From an optimization exercise on the open Yosys and OpenROAD flow, aimed at small area and a short achievable clock period; shortcuts taken in it are not production practice. Where RTL was checked, it was by simulation tests only, not by an equivalence proof against the original. Power is estimated from default activity; no workload was simulated.

==> module top_2dsys, before the edit <==
module top_2dsys(
  input          clock,
  input          reset,
  input  [127:0] io_in,
  input          io_rw_co,
  input          io_ping_pong_wr,
  input          io_ping_pong_rd,
  input          io_wr_input,
  output         io_wr_ready,
  input          io_start,
  input          io_iormac,
  output         io_sys_busy,
  input          io_rd_output,
  output         io_rd_ready,
  output [127:0] io_out
);
  reg rst_q, rst_nq;
  always @(posedge clock) begin
    rst_q  <= reset;
    rst_nq <= ~reset;
  end
  reg        wr_rdy, wr_idle;
  reg  [3:0] wbuf;
  reg [31:0] wptr;
  wire       wr_fsm = ~wr_idle;
  always @(posedge clock) begin
    wr_rdy  <= ~reset & io_wr_input;
    wr_idle <= reset | ~io_wr_input;
    if (wr_idle & io_wr_input)
      wbuf <= 4'd1 << {~io_rw_co, ~io_ping_pong_wr};
    if (reset | ~io_wr_input) wptr <= 32'd0;
    else if (wr_fsm)          wptr <= {wptr[30:0], wptr[31]};
    else                      wptr <= 32'd1;
  end
  wire [31:0]   din = rst_q ? 32'd0 : io_in[31:0];
  wire [4095:0] mem;
  genvar g;
  generate
    for (g = 0; g < 128; g = g + 1) begin : word
      reg [31:0] d;
      always @(posedge clock)
        if (rst_q | (wbuf[g / 32] & wptr[g % 32])) d <= din;
      assign mem[32*g +: 32] = d;
    end
  endgenerate
  reg  [1:0] fsm;     
  reg        busy;
  reg  [2:0] im;
  reg  [1:0] dc;
  reg [31:0] sxp, sxq, swp, swq;
  reg  [1:0] fsm_n;
  always @* begin
    fsm_n = fsm;
    case (fsm)
      2'd0: if (io_start) fsm_n = 2'd1;
      2'd1: if (!io_start) fsm_n = 2'd2;
      2'd2: if (!im[2]) fsm_n = 2'd3;
      2'd3: if (dc == 2'd3) fsm_n = 2'd0;
    endcase
    if (reset) fsm_n = 2'd0;
  end
  wire comp = fsm == 2'd1;
  always @(posedge clock) begin
    fsm  <= fsm_n;
    busy <= fsm_n != 2'd0;
    im   <= {im[1:0], io_iormac} | {3{reset}};
    dc   <= (fsm == 2'd3) ? dc + 2'd1 : 2'd0;
    if (comp) begin
      sxp <= {sxp[30:0], sxp[31]};
      sxq <= {sxq[30:0], sxq[31]};
      swp <= {swp[30:0], swp[31]};
      swq <= {swq[30:0], swq[31]};
    end else begin
      sxp <= {31'd0,  io_ping_pong_rd};
      sxq <= {31'd0, ~io_ping_pong_rd};
      swp <= {31'd0,  io_ping_pong_rd};
      swq <= {31'd0, ~io_ping_pong_rd};
    end
  end
  reg [31:0] xrd, wrd;
  integer i;
  always @* begin
    xrd = 32'd0;
    wrd = 32'd0;
    for (i = 0; i < 32; i = i + 1) begin
      xrd = xrd | ({32{sxp[i]}} & mem[32*i +: 32])
                | ({32{sxq[i]}} & mem[32*(32+i) +: 32]);
      wrd = wrd | ({32{swp[i]}} & mem[32*(64+i) +: 32])
                | ({32{swq[i]}} & mem[32*(96+i) +: 32]);
    end
  end
  wire       go = ~reset & comp & io_start;
  reg        go_q, clr_q;
  reg [31:0] xa, wa;
  always @(posedge clock) begin
    go_q  <= go;
    clr_q <= reset | (comp & ~io_start);
    xa    <= xrd;
    wa    <= wrd;
  end
  wire [47:0] wadg;
  genvar gb;
  generate
    for (gb = 0; gb < 4; gb = gb + 1) begin : benc
      booth_enc enc (.w(wa[8*gb +: 8]), .dg(wadg[12*gb +: 12]));
    end
  endgenerate
  reg [31:0] xr;
  reg [47:0] wr;
  reg  [7:0] xd [0:3][1:3];
  reg [11:0] wdl [0:3][1:3];
  integer r;
  always @(posedge clock) begin
    xr <= go_q ? xa : 32'd0;
    wr <= go_q ? wadg : 48'd0;
    for (r = 0; r < 4; r = r + 1) begin
      xd[r][1]  <= clr_q ? 8'd0 : xr[8*r +: 8];
      xd[r][2]  <= clr_q ? 8'd0 : xd[r][1];
      xd[r][3]  <= clr_q ? 8'd0 : xd[r][2];
      wdl[r][1] <= clr_q ? 12'd0 : wr[12*r +: 12];
      wdl[r][2] <= clr_q ? 12'd0 : wdl[r][1];
      wdl[r][3] <= clr_q ? 12'd0 : wdl[r][2];
    end
  end
  wire [511:0] accs;
  genvar gr, gc;
  generate
    for (gr = 0; gr < 4; gr = gr + 1) begin : row
      for (gc = 0; gc < 4; gc = gc + 1) begin : col
        wire [7:0] xo = (gc == 0) ? xr[8*gr +: 8] : xd[gr][gc];
        wire [11:0] wo = (gr == 0) ? wr[12*gc +: 12] : wdl[gc][gr];
        reg  [15:0] lo, hi;
        reg   [2:0] pc;    
        reg   [1:0] cq;    
        wire  [2:0] pco;
        wire [17:0] t;     
        pe_mac mac (.x(xo), .dg(wo), .lo(lo), .pc(pc), .pco(pco), .t(t));
        always @(posedge clock) begin
          lo <= rst_nq ? t[15:0] : 16'd0;
          pc <= rst_nq ? pco : 3'd0;
          cq <= rst_nq ? t[17:16] : 2'd0;
          hi <= rst_nq ? hi + {{14{cq[1]}}, cq} : 16'd0;
        end
        assign accs[128*gr + 32*gc +: 32] = {hi, lo};
      end
    end
  endgenerate
  reg         rd_rdy, rd_idle;
  reg   [1:0] aco;
  reg   [3:0] rsel;
  reg [127:0] out_q;
  wire        rd_fsm = ~rd_idle;
  wire        rd_n   = ~reset & (rd_fsm ? (aco != 2'd3) : io_rd_output);
  wire  [1:0] aco_n  = (reset | ~rd_fsm | (aco == 2'd3)) ? 2'd0 : aco + 2'd1;
  wire  [1:0] nrow_n = rd_n ? aco_n + 2'd1 : 2'd0;
  always @(posedge clock) begin
    rd_rdy  <= rd_n;
    rd_idle <= ~rd_n;
    aco     <= aco_n;
    rsel    <= reset ? 4'd0 : 4'd1 << nrow_n;
  end
  reg [127:0] orow;
  integer q;
  always @* begin
    orow = 128'd0;
    for (q = 0; q < 4; q = q + 1)
      orow = orow | ({128{rsel[q]}} & accs[128*q +: 128]);
  end
  always @(posedge clock) out_q <= orow;
  assign io_wr_ready = wr_rdy;
  assign io_sys_busy = busy;
  assign io_rd_ready = rd_rdy;
  assign io_out      = out_q;
endmodule
export LEC_CHECK = 0
export CAP_MARGIN = 20
export CORE_MARGIN = 2
export CORE_UTILIZATION = 45
export CTS_CLUSTER_DIAMETER = 100
export CTS_CLUSTER_SIZE = 20
export SLEW_MARGIN = 30
create_clock -name core_clock -period 12.0 [get_ports {clock}]
standard.sh (not shown) runs the stock make flow with config.mk's settings and CLKGATE_MAP_FILE= SYNTH_SCRIPT=/design/flow/synth_recipe.tcl, a recipe that flattens the netlist after the stock synthesis.
==> flow/flow/run.sh <==
#!/bin/bash
# Layout: the standard flow (standard.sh) with two changes to how the
# layout is made: the port buffers are buf_4 cells instead of the flow's
# default choice (a delay buffer), and setup repair aims at a larger slack
# margin.  Synthesis, floorplan, power grid, CTS and routing are the
# standard steps.  make's full output goes to standard_flow.log here; the
# ORFS step logs stay under orfs/logs/.
set -euo pipefail
bash standard.sh finish \
  "BUFFER_PORTS_ARGS=-buffer_cell sky130_fd_sc_hd__buf_4" \
  SETUP_SLACK_MARGIN=8 > standard_flow.log 2>&1
==> next run, changes <==
--- a/flow/design.v
+++ b/flow/design.v
@@ -15,11 +15,8 @@
   output         io_rd_ready,
   output [127:0] io_out
 );
-  reg rst_q, rst_nq;
-  always @(posedge clock) begin
-    rst_q  <= reset;
-    rst_nq <= ~reset;
-  end
+  reg rst_q;
+  always @(posedge clock) rst_q <= reset;
   reg        wr_rdy, wr_idle;
   reg  [3:0] wbuf;
   reg [31:0] wptr;
@@ -91,13 +88,13 @@
     end
   end
   wire       go = ~reset & comp & io_start;
-  reg        go_q, clr_q;
+  reg        kill_q;
+  wire       clr = reset | kill_q;
   reg [31:0] xa, wa;
   always @(posedge clock) begin
-    go_q  <= go;
-    clr_q <= reset | (comp & ~io_start);
-    xa    <= xrd;
-    wa    <= wrd;
+    kill_q <= comp & ~io_start;
+    xa     <= go ? xrd : 32'd0;
+    wa     <= go ? wrd : 32'd0;
   end
   wire [47:0] wadg;
   genvar gb;
@@ -112,15 +109,15 @@
   reg [11:0] wdl [0:3][1:3];
   integer r;
   always @(posedge clock) begin
-    xr <= go_q ? xa : 32'd0;
-    wr <= go_q ? wadg : 48'd0;
+    xr <= clr ? 32'd0 : xa;
+    wr <= clr ? 48'd0 : wadg;
     for (r = 0; r < 4; r = r + 1) begin
-      xd[r][1]  <= clr_q ? 8'd0 : xr[8*r +: 8];
-      xd[r][2]  <= clr_q ? 8'd0 : xd[r][1];
-      xd[r][3]  <= clr_q ? 8'd0 : xd[r][2];
-      wdl[r][1] <= clr_q ? 12'd0 : wr[12*r +: 12];
-      wdl[r][2] <= clr_q ? 12'd0 : wdl[r][1];
-      wdl[r][3] <= clr_q ? 12'd0 : wdl[r][2];
+      xd[r][1]  <= clr ? 8'd0 : xr[8*r +: 8];
+      xd[r][2]  <= clr ? 8'd0 : xd[r][1];
+      xd[r][3]  <= clr ? 8'd0 : xd[r][2];
+      wdl[r][1] <= clr ? 12'd0 : wr[12*r +: 12];
+      wdl[r][2] <= clr ? 12'd0 : wdl[r][1];
+      wdl[r][3] <= clr ? 12'd0 : wdl[r][2];
     end
   end
   wire [511:0] accs;
@@ -137,10 +134,10 @@
         wire [17:0] t;     
         pe_mac mac (.x(xo), .dg(wo), .lo(lo), .pc(pc), .pco(pco), .t(t));
         always @(posedge clock) begin
-          lo <= rst_nq ? t[15:0] : 16'd0;
-          pc <= rst_nq ? pco : 3'd0;
-          cq <= rst_nq ? t[17:16] : 2'd0;
-          hi <= rst_nq ? hi + {{14{cq[1]}}, cq} : 16'd0;
+          lo <= rst_q ? 16'd0 : t[15:0];
+          pc <= rst_q ? 3'd0 : pco;
+          cq <= rst_q ? 2'd0 : t[17:16];
+          hi <= rst_q ? 16'd0 : hi + {{14{cq[1]}}, cq};
         end
         assign accs[128*gr + 32*gc +: 32] = {hi, lo};
       end
Sequential power is about the same.
Via count barely changes.
Global-route usage climbs by 0.26 points.
Routed wire length is about the same.
Total power drops by a few percent.
Final area is about the same.
Clock-buffer cell count drops by 7.
Worst setup slack got worse by 0.064 ns.


Setup of main:
Another version of the RTL of top_2dsys (not shown whole).
Size: about 270 I/O pins, about 220,000 µm² of cells after synthesis.
==> module top_2dsys, before the edit <==
module top_2dsys(
  input          clock,
  input          reset,
  input  [127:0] io_in,
  input          io_rw_co,
  input          io_ping_pong_wr,
  input          io_ping_pong_rd,
  input          io_wr_input,
  output         io_wr_ready,
  input          io_start,
  input          io_iormac,
  output         io_sys_busy,
  input          io_rd_output,
  output         io_rd_ready,
  output [127:0] io_out
);
  reg rst_q, rst_nq;
  always @(posedge clock) begin
    rst_q  <= reset;
    rst_nq <= ~reset;
  end
  reg        wr_rdy, wr_idle;
  reg  [3:0] wbuf;
  reg [31:0] wptr;
  wire       wr_fsm = ~wr_idle;
  always @(posedge clock) begin
    wr_rdy  <= ~reset & io_wr_input;
    wr_idle <= reset | ~io_wr_input;
    if (wr_idle & io_wr_input)
      wbuf <= 4'd1 << {~io_rw_co, ~io_ping_pong_wr};
    if (reset | ~io_wr_input) wptr <= 32'd0;
    else if (wr_fsm)          wptr <= {wptr[30:0], wptr[31]};
    else                      wptr <= 32'd1;
  end
  wire [31:0]   din = rst_q ? 32'd0 : io_in[31:0];
  wire [4095:0] mem;
  genvar g;
  generate
    for (g = 0; g < 128; g = g + 1) begin : word
      reg [31:0] d;
      always @(posedge clock)
        if (rst_q | (wbuf[g / 32] & wptr[g % 32])) d <= din;
      assign mem[32*g +: 32] = d;
    end
  endgenerate
  reg  [1:0] fsm;     
  reg        busy;
  reg  [2:0] im;
  reg  [1:0] dc;
  reg [31:0] sxp, sxq, swp, swq;
  reg  [1:0] fsm_n;
  always @* begin
    fsm_n = fsm;
    case (fsm)
      2'd0: if (io_start) fsm_n = 2'd1;
      2'd1: if (!io_start) fsm_n = 2'd2;
      2'd2: if (!im[2]) fsm_n = 2'd3;
      2'd3: if (dc == 2'd3) fsm_n = 2'd0;
    endcase
    if (reset) fsm_n = 2'd0;
  end
  wire comp = fsm == 2'd1;
  always @(posedge clock) begin
    fsm  <= fsm_n;
    busy <= fsm_n != 2'd0;
    im   <= {im[1:0], io_iormac} | {3{reset}};
    dc   <= (fsm == 2'd3) ? dc + 2'd1 : 2'd0;
    if (comp) begin
      sxp <= {sxp[30:0], sxp[31]};
      sxq <= {sxq[30:0], sxq[31]};
      swp <= {swp[30:0], swp[31]};
      swq <= {swq[30:0], swq[31]};
    end else begin
      sxp <= {31'd0,  io_ping_pong_rd};
      sxq <= {31'd0, ~io_ping_pong_rd};
      swp <= {31'd0,  io_ping_pong_rd};
      swq <= {31'd0, ~io_ping_pong_rd};
    end
  end
  reg [31:0] xrd, wrd;
  integer i;
  always @* begin
    xrd = 32'd0;
    wrd = 32'd0;
    for (i = 0; i < 32; i = i + 1) begin
      xrd = xrd | ({32{sxp[i]}} & mem[32*i +: 32])
                | ({32{sxq[i]}} & mem[32*(32+i) +: 32]);
      wrd = wrd | ({32{swp[i]}} & mem[32*(64+i) +: 32])
                | ({32{swq[i]}} & mem[32*(96+i) +: 32]);
    end
  end
  wire       go = ~reset & comp & io_start;
  reg        go_q, clr_q;
  reg [31:0] xa, wa;
  always @(posedge clock) begin
    go_q  <= go;
    clr_q <= reset | (comp & ~io_start);
    xa    <= xrd;
    wa    <= wrd;
  end
  wire [47:0] wadg;
  genvar gb;
  generate
    for (gb = 0; gb < 4; gb = gb + 1) begin : benc
      booth_enc enc (.w(wa[8*gb +: 8]), .dg(wadg[12*gb +: 12]));
    end
  endgenerate
  reg [31:0] xr;
  reg [47:0] wr;
  reg  [7:0] xd [0:3][1:3];
  reg [11:0] wdl [0:3][1:3];
  integer r;
  always @(posedge clock) begin
    xr <= go_q ? xa : 32'd0;
    wr <= go_q ? wadg : 48'd0;
    for (r = 0; r < 4; r = r + 1) begin
      xd[r][1]  <= clr_q ? 8'd0 : xr[8*r +: 8];
      xd[r][2]  <= clr_q ? 8'd0 : xd[r][1];
      xd[r][3]  <= clr_q ? 8'd0 : xd[r][2];
      wdl[r][1] <= clr_q ? 12'd0 : wr[12*r +: 12];
      wdl[r][2] <= clr_q ? 12'd0 : wdl[r][1];
      wdl[r][3] <= clr_q ? 12'd0 : wdl[r][2];
    end
  end
  wire [511:0] accs;
  genvar gr, gc;
  generate
    for (gr = 0; gr < 4; gr = gr + 1) begin : row
      for (gc = 0; gc < 4; gc = gc + 1) begin : col
        wire [7:0] xo = (gc == 0) ? xr[8*gr +: 8] : xd[gr][gc];
        wire [11:0] wo = (gr == 0) ? wr[12*gc +: 12] : wdl[gc][gr];
        reg  [15:0] lo, hi;
        reg   [2:0] pc;    
        reg   [1:0] cq;    
        wire  [2:0] pco;
        wire [17:0] t;     
        pe_mac mac (.x(xo), .dg(wo), .lo(lo), .pc(pc), .pco(pco), .t(t));
        wire [15:0] ht;
        genvar gi;
        for (gi = 0; gi < 16; gi = gi + 1) begin : tg
          if (gi == 0) begin : b0
            assign ht[gi] = cq[0];
          end else begin : bn
            assign ht[gi] = cq[0] & (cq[1] ? ~|hi[gi-1:0] : &hi[gi-1:0]);
          end
        end
        always @(posedge clock) begin
          lo <= rst_nq ? t[15:0] : 16'd0;
          pc <= rst_nq ? pco : 3'd0;
          cq <= rst_nq ? t[17:16] : 2'd0;
          hi <= rst_nq ? hi ^ ht : 16'd0;
        end
        assign accs[128*gr + 32*gc +: 32] = {hi, lo};
      end
    end
  endgenerate
  reg         rd_rdy, rd_idle;
  reg   [1:0] aco;
  reg   [3:0] rsel;
  reg [127:0] out_q;
  wire        rd_fsm = ~rd_idle;
  wire        rd_n   = ~reset & (rd_fsm ? (aco != 2'd3) : io_rd_output);
  wire  [1:0] aco_n  = (reset | ~rd_fsm | (aco == 2'd3)) ? 2'd0 : aco + 2'd1;
  wire  [1:0] nrow_n = rd_n ? aco_n + 2'd1 : 2'd0;
  always @(posedge clock) begin
    rd_rdy  <= rd_n;
    rd_idle <= ~rd_n;
    aco     <= aco_n;
    rsel    <= reset ? 4'd0 : 4'd1 << nrow_n;
  end
  reg [127:0] orow;
  integer q;
  always @* begin
    orow = 128'd0;
    for (q = 0; q < 4; q = q + 1)
      orow = orow | ({128{rsel[q]}} & accs[128*q +: 128]);
  end
  always @(posedge clock) out_q <= orow;
  assign io_wr_ready = wr_rdy;
  assign io_sys_busy = busy;
  assign io_rd_ready = rd_rdy;
  assign io_out      = out_q;
endmodule
export LEC_CHECK = 0
export CAP_MARGIN = 20
export CORE_MARGIN = 2
export CORE_UTILIZATION = 45
export CTS_CLUSTER_DIAMETER = 100
export CTS_CLUSTER_SIZE = 25
export SLEW_MARGIN = 30
create_clock -name core_clock -period 12.0 [get_ports {clock}]
==> flow/flow/run.sh <==
#!/bin/bash
# Layout: the standard flow (standard.sh) with three changes to how the
# layout is made: the port buffers are buf_4 cells instead of the flow's
# default choice (a delay buffer); setup repair aims at a larger slack
# margin; and after placement each flip-flop that drives an output buffer is
# moved next to that buffer (flow/outflops.tcl) before CTS.  Synthesis,
# floorplan, power grid, CTS and routing are the standard steps.  Each
# tool's full output goes to a log file here (standard_place.log,
# outflops.log, standard_finish.log); the ORFS step logs stay in orfs/logs/.
set -euo pipefail
VARS=("BUFFER_PORTS_ARGS=-buffer_cell sky130_fd_sc_hd__buf_4" "SETUP_SLACK_MARGIN=8.2")
bash standard.sh place "${VARS[@]}" > standard_place.log 2>&1
PLACE_ODB="$PWD/orfs/results/$FLOW_PLATFORM/top_2dsys/base/3_place.odb" \
  openroad -no_init -exit flow/outflops.tcl > outflops.log 2>&1
bash standard.sh finish "${VARS[@]}" > standard_finish.log 2>&1
==> flow/flow/outflops.tcl <==
# Place each flip-flop that drives an output port's buffer right beside that
# buffer (the buffer sits at the port), then legalize.  Nothing else changes:
# the output buffers stay where the standard flow put them.
read_db $::env(PLACE_ODB)
set block [ord::get_db_block]
set moved 0
foreach bterm [$block getBTerms] {
  if {[$bterm getIoType] ne "OUTPUT"} { continue }
  set net [$bterm getNet]
  if {$net eq "NULL"} { continue }
  set buf ""
  foreach it [$net getITerms] {
    if {[$it isOutputSignal]} { set buf [$it getInst] }
  }
  if {$buf eq ""} { continue }
  set innet ""
  foreach it [$buf getITerms] {
    if {[$it isInputSignal] && [$it getNet] ne "NULL"} { set innet [$it getNet] }
  }
  if {$innet eq ""} { continue }
  set ff ""
  set loads 0
  foreach it [$innet getITerms] {
    if {[$it isOutputSignal]} { set ff [$it getInst] } else { incr loads }
  }
  if {$ff eq "" || $loads != 1} { continue }
  if {![[$ff getMaster] isSequential]} { continue }
  set loc [$buf getLocation]
  $ff setLocation [lindex $loc 0] [lindex $loc 1]
  incr moved
}
puts "outflops: moved $moved flip-flops next to their output buffers"
detailed_placement
check_placement
write_db $::env(PLACE_ODB)
main finished every step from synthesis to the final layout, and the layout passed the timing, design-rule and antenna checks.
--- input diff main..the feature branch ---
--- a/flow/design.v
+++ b/flow/design.v
@@ -45,13 +45,13 @@
     end
   endgenerate
   reg  [1:0] fsm;     
   reg        busy;
   reg  [2:0] im;
   reg  [1:0] dc;
-  reg [31:0] sxp, sxq, swp, swq;
+  reg [31:0] selp, selq;
   reg  [1:0] fsm_n;
   always @* begin
     fsm_n = fsm;
     case (fsm)
       2'd0: if (io_start) fsm_n = 2'd1;
       2'd1: if (!io_start) fsm_n = 2'd2;
@@ -64,33 +64,29 @@
   always @(posedge clock) begin
     fsm  <= fsm_n;
     busy <= fsm_n != 2'd0;
     im   <= {im[1:0], io_iormac} | {3{reset}};
     dc   <= (fsm == 2'd3) ? dc + 2'd1 : 2'd0;
     if (comp) begin
-      sxp <= {sxp[30:0], sxp[31]};
-      sxq <= {sxq[30:0], sxq[31]};
-      swp <= {swp[30:0], swp[31]};
-      swq <= {swq[30:0], swq[31]};
+      selp <= {selp[30:0], selp[31]};
+      selq <= {selq[30:0], selq[31]};
     end else begin
-      sxp <= {31'd0,  io_ping_pong_rd};
-      sxq <= {31'd0, ~io_ping_pong_rd};
-      swp <= {31'd0,  io_ping_pong_rd};
-      swq <= {31'd0, ~io_ping_pong_rd};
+      selp <= {31'd0,  io_ping_pong_rd};
+      selq <= {31'd0, ~io_ping_pong_rd};
     end
   end
   reg [31:0] xrd, wrd;
   integer i;
   always @* begin
     xrd = 32'd0;
     wrd = 32'd0;
     for (i = 0; i < 32; i = i + 1) begin
-      xrd = xrd | ({32{sxp[i]}} & mem[32*i +: 32])
-                | ({32{sxq[i]}} & mem[32*(32+i) +: 32]);
-      wrd = wrd | ({32{swp[i]}} & mem[32*(64+i) +: 32])
-                | ({32{swq[i]}} & mem[32*(96+i) +: 32]);
+      xrd = xrd | ({32{selp[i]}} & mem[32*i +: 32])
+                | ({32{selq[i]}} & mem[32*(32+i) +: 32]);
+      wrd = wrd | ({32{selp[i]}} & mem[32*(64+i) +: 32])
+                | ({32{selq[i]}} & mem[32*(96+i) +: 32]);
     end
   end
   wire       go = ~reset & comp & io_start;
   reg        go_q, clr_q;
   reg [31:0] xa, wa;
   always @(posedge clock) begin
### Flow results
Comparing the feature branch and main, register-to-register slack is higher on main. Diff main -> the feature branch | final clock skew | increase of 0.060 ns. Row setup slack: the feature branch lower / main higher. Changes observed in the feature branch relative to main: cell area down 890 µm², sequential fraction of total cell area down 0.25 points, final critical-path required period up 0.050 ns, relative contribution of combinational cells to total power up 0.6 points, part of the power in the clock network down 1.4 points. The final layout from the feature branch, which completed every stage, passed the timing, design-rule and antenna checks at the end of the flow. Changes observed in the feature branch relative to main: setup fix buffers added after clock tree synthesis lost 7, multi-input logic portion of the cell area picked up an extra 0.26 points, instance count of the mapped netlist lost 0.53%, wire length reported by the detailed router picked up an extra about 2.7%.
No functional check of the RTL was part of the feature branch.

static timing again, ports no longer ideal:
No port has a modelled driver above. Below, the same layouts with a new extraction and two added sets of constraints. Step 1: set_driving_cell puts a clkbuf_16 on clock and a buf_2 on each other input, an assumption about the parent block. Step 2 adds t to the input delays and takes it off the output delays; t is the mean of the earliest and latest rising clock arrival at the registers after step 1. Input paths then give back, and output paths get back, about the clock's delay inside the block. Three values: no drivers, after step 1, after step 2; two values: the first two.
| run | shift t [ns] | setup slack, ns | worst setup path after step 2 | clock arrival spread, ns |
|---|---|---|---|---|
| the first run of note 1 | 1.120 | 8.062 / 7.933 / 7.546 | input to register | 0.096 / 0.096 |
| the second run of note 1 | 1.117 | 7.998 / 7.913 / 7.134 | input to register | 0.113 / 0.113 |
| main | 1.104 | 8.135 / 8.015 / 7.510 | input to register | 0.095 / 0.096 |
| the feature branch | 1.126 | 8.084 / 7.966 / 7.432 | input to register | 0.158 / 0.158 |
After both steps setup and hold are still met in every run listed. The setup slack of the second run of note 1, which loses most, moves by -0.085 ns with the drivers and by -0.864 ns with both steps.
